What follows belongs to an exercise in optimizing a design on an open flow for small area; a production flow would make more cautious choices.
Function was checked by simulation only, so behaviour that the tests miss may differ from the original.
Power is estimated from default activity; no workload was simulated.

==> flow/design.v, too long to show whole: its modules and the start of the top module <==
// module add_4: 7 lines
// module add_4c: 7 lines
// module mux3: 12 lines
// module mux4: 12 lines
// module mux5: 14 lines
// module fifo: 37 lines
// module risc_core: 61 lines
// module RF_Stage: 55 lines
// module RF: 324 lines
// module RF_stage_latch: 89 lines
// module fields_decoder: 125 lines
// module dep_check: 170 lines
// module exe_stage: 76 lines
// module ALU_input_sel: 289 lines
// module alu: 48 lines
// module adder: 68 lines
// module bitops: 73 lines
// module logic_block: 29 lines
// module rotate_shift: 88 lines
// module daa: 95 lines
// module daa_flags_out: 14 lines
// module alu_control: 283 lines
// module branch_unit: 49 lines
// module PC_update: 33 lines
// module flush_unit: 70 lines
// module interrupt_handler: 178 lines
// module EXE_result_mux: 28 lines
// module EXE_stage_latch: 77 lines
// module MEM_stage: 42 lines
// module MEM_stage_latch: 45 lines
// module memstage_ctrl: 91 lines
// module parity_F_correction: 23 lines
// module paging_handler: 30 lines
// module z80fetcher: 50 lines
// module z80_decoder: 32 lines
// module z80_Q: 179 lines
// module z80_I_decode: 815 lines
// module xlator: 488 lines
// module xlate_core: 2403 lines
// module uop_queue: 281 lines
// module xlate_core_sh: 2407 lines
// module translator_part: 27 lines
// module Processor: 35 lines
module Processor(CLK, RESET_b, WAIT_b, WR_b, RD_b, MREQ_b, IORQ_b, NMI_b, INT_b,
                 Data_OUT, Data_IN, Addr,
                 WAIT_F_b, Flush_b, FHRQ_b, Data_Fetch, Addr_Fetch);
  // ...
==> flow/flow/run.sh <==
#!/bin/bash
# The standard layout, with clock-tree synthesis told to build fewer,
# larger leaf clusters and not to add dummy balancing loads.
set -euo pipefail
export CTS_ARGS="-sink_clustering_enable -repair_clock_nets -dont_use_dummy_load -buf_list sky130_fd_sc_hd__clkbuf_16 -sink_clustering_size 18 -sink_clustering_max_diameter 90"
bash standard.sh > standard.log 2>&1
==> flow/standard.sh <==
#!/bin/bash
# synth_recipe.tcl (not shown) runs the flow's synth.tcl, then flattens the netlist and writes it again
# the make line also repeats each setting of config.mk as NAME=value (left out here)
make -C /OpenROAD-flow-scripts/flow DESIGN_CONFIG=/design/flow/config.mk WORK_HOME=/design/flow/orfs CLKGATE_MAP_FILE= SYNTH_SCRIPT=/design/flow/synth_recipe.tcl "${@:-finish}"
==> flow/config.mk <==
export PLATFORM = sky130hd
export DESIGN_NAME = Processor
export DESIGN_NICKNAME = Processor
export VERILOG_FILES = /design/flow/design.v
export SDC_FILE = /design/flow/constraint.sdc
export NUM_CORES = 4
export LEC_CHECK = 0
export ABC_AREA = 1
export CAP_MARGIN = 35
export CORE_MARGIN = 2
export CORE_UTILIZATION = 40
export GPL_TIMING_DRIVEN = 0
export SLEW_MARGIN = 35
==> flow/constraint.sdc <==
create_clock -name core_clock -period 20.0 [get_ports {CLK}]
set_input_delay 4.0000 -clock core_clock [delete_from_list [all_inputs] [get_ports {CLK}]]
set_output_delay 4.0000 -clock core_clock [all_outputs]
set_load 0.01 [all_outputs]
==> impl_metrics.env, run 1 <==
export IMPL_netlist_area_leader_share_pct=17.5
export IMPL_clkSinkCount=713
export IMPL_final_cell_mix="nand2_1, nor2_1, inv_1, o21ai_0, dfxtp_1"
export IMPL_min_period_ns=14.50
export IMPL_multi_input_area_share_pct=54.9
export IMPL_seq_cells=713
export IMPL_status="no timing/DRC/antenna violations"
export IMPL_top_usage_layer="met2"
export IMPL_hold_ws_ns=0.479
export IMPL_syn_num_nets=8463
export IMPL_cp_depth=50
export IMPL_max_stage_delay_ns=0.84
export IMPL_avgViaCountPerCell=6.40
export IMPL_seq_cell_share_pct=29.1
export IMPL_clock_buffers=52
export IMPL_largest_register_ffs=96
export IMPL_ys_seq_elements=713
export IMPL_min_period_over_period_pct=72.5
export IMPL_p_sw_share_pct=33.3
export IMPL_multi_input_cells=6252
export IMPL_multi_input_comb_area_um2=33000
export IMPL_yosys_area_share_xor_xnor_pct=2.05
export IMPL_min_path_type="reg -> reg"
export IMPL_crit_family="simple AND/OR/NAND/NOR gates"
export IMPL_synth_warnings=33
export IMPL_yosys_top_cells_area="edfxtp_1, dfxtp_1, nand2_1"
export IMPL_fin_tns_setup_ns=0
export IMPL_cts_repair_resized=0
export IMPL_drt_met1_wl_mm=123
export IMPL_diodes=3
export IMPL_clk_share_pct=2.17
export IMPL_postSynthAreaPerCell_um2=6.68
export IMPL_leakage_nw=26.3
export IMPL_hpwl_mm=244
export IMPL_synth_edf_count=322
export IMPL_synth_cells=8265
==> run 2, diff against run 1 <==
==> flow/run.sh (new file) <==
#!/bin/bash
# synth_recipe.tcl (not shown) runs the flow's synth.tcl, then flattens the netlist and writes it again
# the make line also repeats each setting of config.mk as NAME=value (left out here)
make -C /OpenROAD-flow-scripts/flow DESIGN_CONFIG=/design/flow/config.mk WORK_HOME=/design/flow/orfs CLKGATE_MAP_FILE= SYNTH_SCRIPT=/design/flow/synth_recipe.tcl finish
--- a/flow/config.mk
+++ b/flow/config.mk
@@ -9,5 +9,8 @@
 export CAP_MARGIN = 35
 export CORE_MARGIN = 2
 export CORE_UTILIZATION = 40
+export CTS_BUF_LIST = sky130_fd_sc_hd__clkbuf_16
+export CTS_CLUSTER_DIAMETER = 90
+export CTS_CLUSTER_SIZE = 18
 export GPL_TIMING_DRIVEN = 0
 export SLEW_MARGIN = 35
removed: flow/flow/run.sh
removed: flow/standard.sh
==> impl_metrics.env, run 2 <==
export IMPL_status="no timing/DRC/antenna violations"
export IMPL_grt_pass1_wl_mm=429
export IMPL_internal_power_mw=2.23
export IMPL_path_max_fanout=12
export IMPL_ios=68
export IMPL_final_cells=10300
export IMPL_drv_cap=0
export IMPL_cts_tree="built"
export IMPL_cts_buffer_depth=3
export IMPL_die_area_um2=141000
export IMPL_final_cell_mix="nand2_1, nor2_1, inv_1, o21ai_0, dfxtp_1"
export IMPL_layout_commonest_cell="nand2_1"
export IMPL_rrSetupSlack_ns=5.53
export IMPL_numPortBuffers=67
export IMPL_cp_start_kind="flop"
export IMPL_cp_data_required_time_ns=20.43
export IMPL_hold_ws_ns=0.475
export IMPL_path_class="reg -> reg"
export IMPL_grt_pass1_vias=60000
export IMPL_min_delay_start="CORE.rf1.pc_up.archPC[13]$_SDFFE_PN0N_"
export IMPL_p_sw_share_pct=34.2
export IMPL_crit_family="simple AND/OR/NAND/NOR gates"
export IMPL_leakage_nw=26.5
export IMPL_critPathSlowestCell="a2111oi_0"
export IMPL_row_count=136
export IMPL_area_delta_synth_final_pct=9.50
export IMPL_clock_root_buffer="clkbuf_16"
export IMPL_cts_repair_resized=0
export IMPL_synth_edf_count=322
export IMPL_reg2reg_depth=50
export IMPL_place_area_um2=58800
export IMPL_maxSlewViolCount=0
export IMPL_worstSkewPairLatency_ns=0.71
export IMPL_cts_setup_buffers=0
export IMPL_synth_cell_types=78
export IMPL_holdPathStages=0
export IMPL_powerDensity_nw_per_um2=56.0
export IMPL_cp_num_buf_inv=7
export IMPL_gp_congestion=1.14
export IMPL_regArea_um2=17500
export IMPL_fin_tns_setup_ns=0
export IMPL_min_period_over_period_pct=72.4
export IMPL_htree_levels=2
export IMPL_min_period_ns=14.47
export IMPL_crit_path_frequent_cell="nand2_1"
export IMPL_grt_util_all_layers_pct=41.4
export IMPL_fin_ws_ns=5.53
export IMPL_vdd_drop_max_mv=0.0758
export IMPL_largest_register_ffs=96
export IMPL_drtIter0Drc=10800
export IMPL_final_setup_viol_count=0
export IMPL_synth_top_area_cell="edfxtp_1"
export IMPL_power_mw=3.38
export IMPL_synth_cells=8265
export IMPL_fin_nets=8613
export IMPL_postSynthAreaPerCell_um2=6.68
export IMPL_cp_arrival_ns=14.90
export IMPL_remaining_drc_errors=0
export IMPL_ys_flop_type="dfxtp_1"
export IMPL_firstDrtPassIters=9
export IMPL_ant_nets=0
export IMPL_chipHeight_um=376
export IMPL_syn_area_um2=55200
export IMPL_clkSinkCount=713
export IMPL_hold_end="CORE.ex1.esl1.seqNPC_out[13]$_DFFE_PN_"
export IMPL_slew_limit_headroom_pct=24.5
export IMPL_ys_seq_elements=713
export IMPL_grt_setup_unrepaired="no"
export IMPL_rr_startpoint="CORE.me1.thelatch.Wr_id_out[2]$_SDFFE_PN0N_"
export IMPL_synth_warnings=33
export IMPL_multi_input_comb_area_um2=33000
export IMPL_fillers=14700
export IMPL_cp_end_kind="flop"
export IMPL_r2r_end="CORE.ex1.esl1.Flags_out[2]$_SDFFCE_PN0N_"
export IMPL_placed_cells=10200
export IMPL_yosys_top_cells_area="edfxtp_1, dfxtp_1, nand2_1"
export IMPL_regMostFlops="TRANSLATOR.UOP_Q.st_word"
export IMPL_antenna_found_initial=21
export IMPL_avgViaCountPerCell=6.39
export IMPL_synth_most_common_cell="nand2_1"
export IMPL_grt_start_max_net_pins=43
export IMPL_design_area_um2=60400
export IMPL_power_switching_mw=1.16
export IMPL_share_comb_of_total_power_pct=20.7
export IMPL_drive_above_1_share_pct=6.19
export IMPL_cts_buffers=52
export IMPL_core_area_um2=137000
export IMPL_min_path_type="reg -> reg"
export IMPL_max_freq_mhz=69.1
export IMPL_seqPwrFrac_pct=47.0
export IMPL_synth_seq_area_share_pct=31.7
export IMPL_place_ws_ns=6.06
export IMPL_final_util_pct=44.1
export IMPL_fin_skew_ns=0.0643
export IMPL_finalHoldViolCount=0
export IMPL_drt_total_wl_mm=304
export IMPL_pwr_share_clk_pct=32.4
export IMPL_netlist_area_leader_share_pct=17.5
export IMPL_clk_pin_slew_worst_paths_ns=0.08
export IMPL_synth_common_cells="nand2_1, nor2_1, inv_1"
export IMPL_dieWidth_um=376
export IMPL_syn_num_nets=8463
export IMPL_start_util_pct=40.3
export IMPL_async_reset_ff_share_pct=0
export IMPL_reg_top3="TRANSLATOR.UOP_Q.st_word: 96 flops, TRANSLATOR.DECODER.QUEUE.I_word: 32 flops, TRANSLATOR.UOP_Q.st_id: 32 flops"
export IMPL_max_stage_delay_ns=0.86
export IMPL_cts_hold_fix_buffers=0
export IMPL_hpwl_mm=244
export IMPL_vias=65500
export IMPL_overflow=0
export IMPL_wl_per_cell_um=29.7
export IMPL_tightestPinTransition_ns=1.13
## run 2: cell types whose count changed in the layout (fill, tap and decap cells not counted), moves of 2 or more
cell	before	now
clkbuf_16	52	54
clkinv_8	0	3
inv_1	940	960
inv_6	0	2
diode_2	3	6
clkinv_4	0	2
clkinv_2	0	2
inv_12	0	4
## run 2: how the worst max path moves through the flow
stage                                                startpoint                                  endpoint  depth (start not counted)
floorplan           CORE.me1.thelatch.Wr_id_out[3]$_SDFFE_PN0N_  CORE.ex1.esl1.Flags_out[2]$_SDFFCE_PN0N_                         54
global placement    CORE.me1.thelatch.Wr_id_out[2]$_SDFFE_PN0N_  CORE.ex1.esl1.Flags_out[2]$_SDFFCE_PN0N_                         51
detailed placement  CORE.me1.thelatch.Wr_id_out[2]$_SDFFE_PN0N_  CORE.ex1.esl1.Flags_out[2]$_SDFFCE_PN0N_                         50
CTS                 CORE.me1.thelatch.Wr_id_out[2]$_SDFFE_PN0N_  CORE.ex1.esl1.Flags_out[2]$_SDFFCE_PN0N_                         51
global route        CORE.me1.thelatch.Wr_id_out[2]$_SDFFE_PN0N_  CORE.ex1.esl1.Flags_out[2]$_SDFFCE_PN0N_                         51
finish              CORE.me1.thelatch.Wr_id_out[2]$_SDFFE_PN0N_  CORE.ex1.esl1.Flags_out[2]$_SDFFCE_PN0N_                         50
## run 2: area by class of cell
cell class	instances	share of cell area (%)
Inverter	1018	6.33
Multi-Input combinational cell	6252	54.6
Antenna cell	6	0.0248
Clock buffer	54	2.24
Clock inverter	36	0.488
Sequential cell	713	28.9
Buffer	282	2.07
Tap cell	1794	3.71
Timing Repair Buffer	96	1.61
## run 2: logic make-up after synthesis
| group | count (synthesis) | share of synthesized area, % |
|---|---|---|
| fa+ha+maj | 176 | 4.26 |
| flops | 713 | 31.7 |
| buf+inv | 1300 | 9.14 |
| compound gates | 1820 | 20.4 |
| xor+xnor | 129 | 2.05 |
| simple gates | 4127 | 32.5 |
## run 2: layer usage
metal	wire length, µm	track usage (%)	part of all wire (%)
met5	92	0	0.030
met4	19100	21.4	6.3
met3	36600	10.4	12
met2	125000	61.1	41
met1	123000	55.7	40
## run 2: power by group through the flow
stage,Sequential (mW),Clock [mW],Combinational [mW]
after floorplan,1.61,0,0.401
after global placement,1.62,0,0.652
after detailed placement,1.62,0,0.662
after CTS,1.59,1.11,0.665
after global routing,1.59,1.15,0.732
final,1.59,1.09,0.699

==> what the ideal ports hide <==
The results above use ideal ports. As a check the final layouts listed here were re-extracted and re-timed, cells and wires unchanged. Step 1 assumes that a clkbuf_16 drives the clock port and a buf_2 every other input. Step 2 moves the port delays by t, midway between the first and last clock arrival at a register: inputs arrive t later, outputs are due t later. That takes back most of the time a late clock gives input paths. Slacks: no drivers / after step 1 / after step 2; pairs: no drivers / after step 1.
| run | t (ns) | setup WS [ns] | clock arrival spread, ns | cell pins on the clock port's net |
|---|---|---|---|---|
| run 1 | 0.728 | 5.498 / 5.498 / 5.498 | 0.105 / 0.106 | 1 |
| run 2 | 0.756 | 5.527 / 5.527 / 5.527 | 0.068 / 0.069 | 1 |
After both steps every run listed still meets setup and hold.
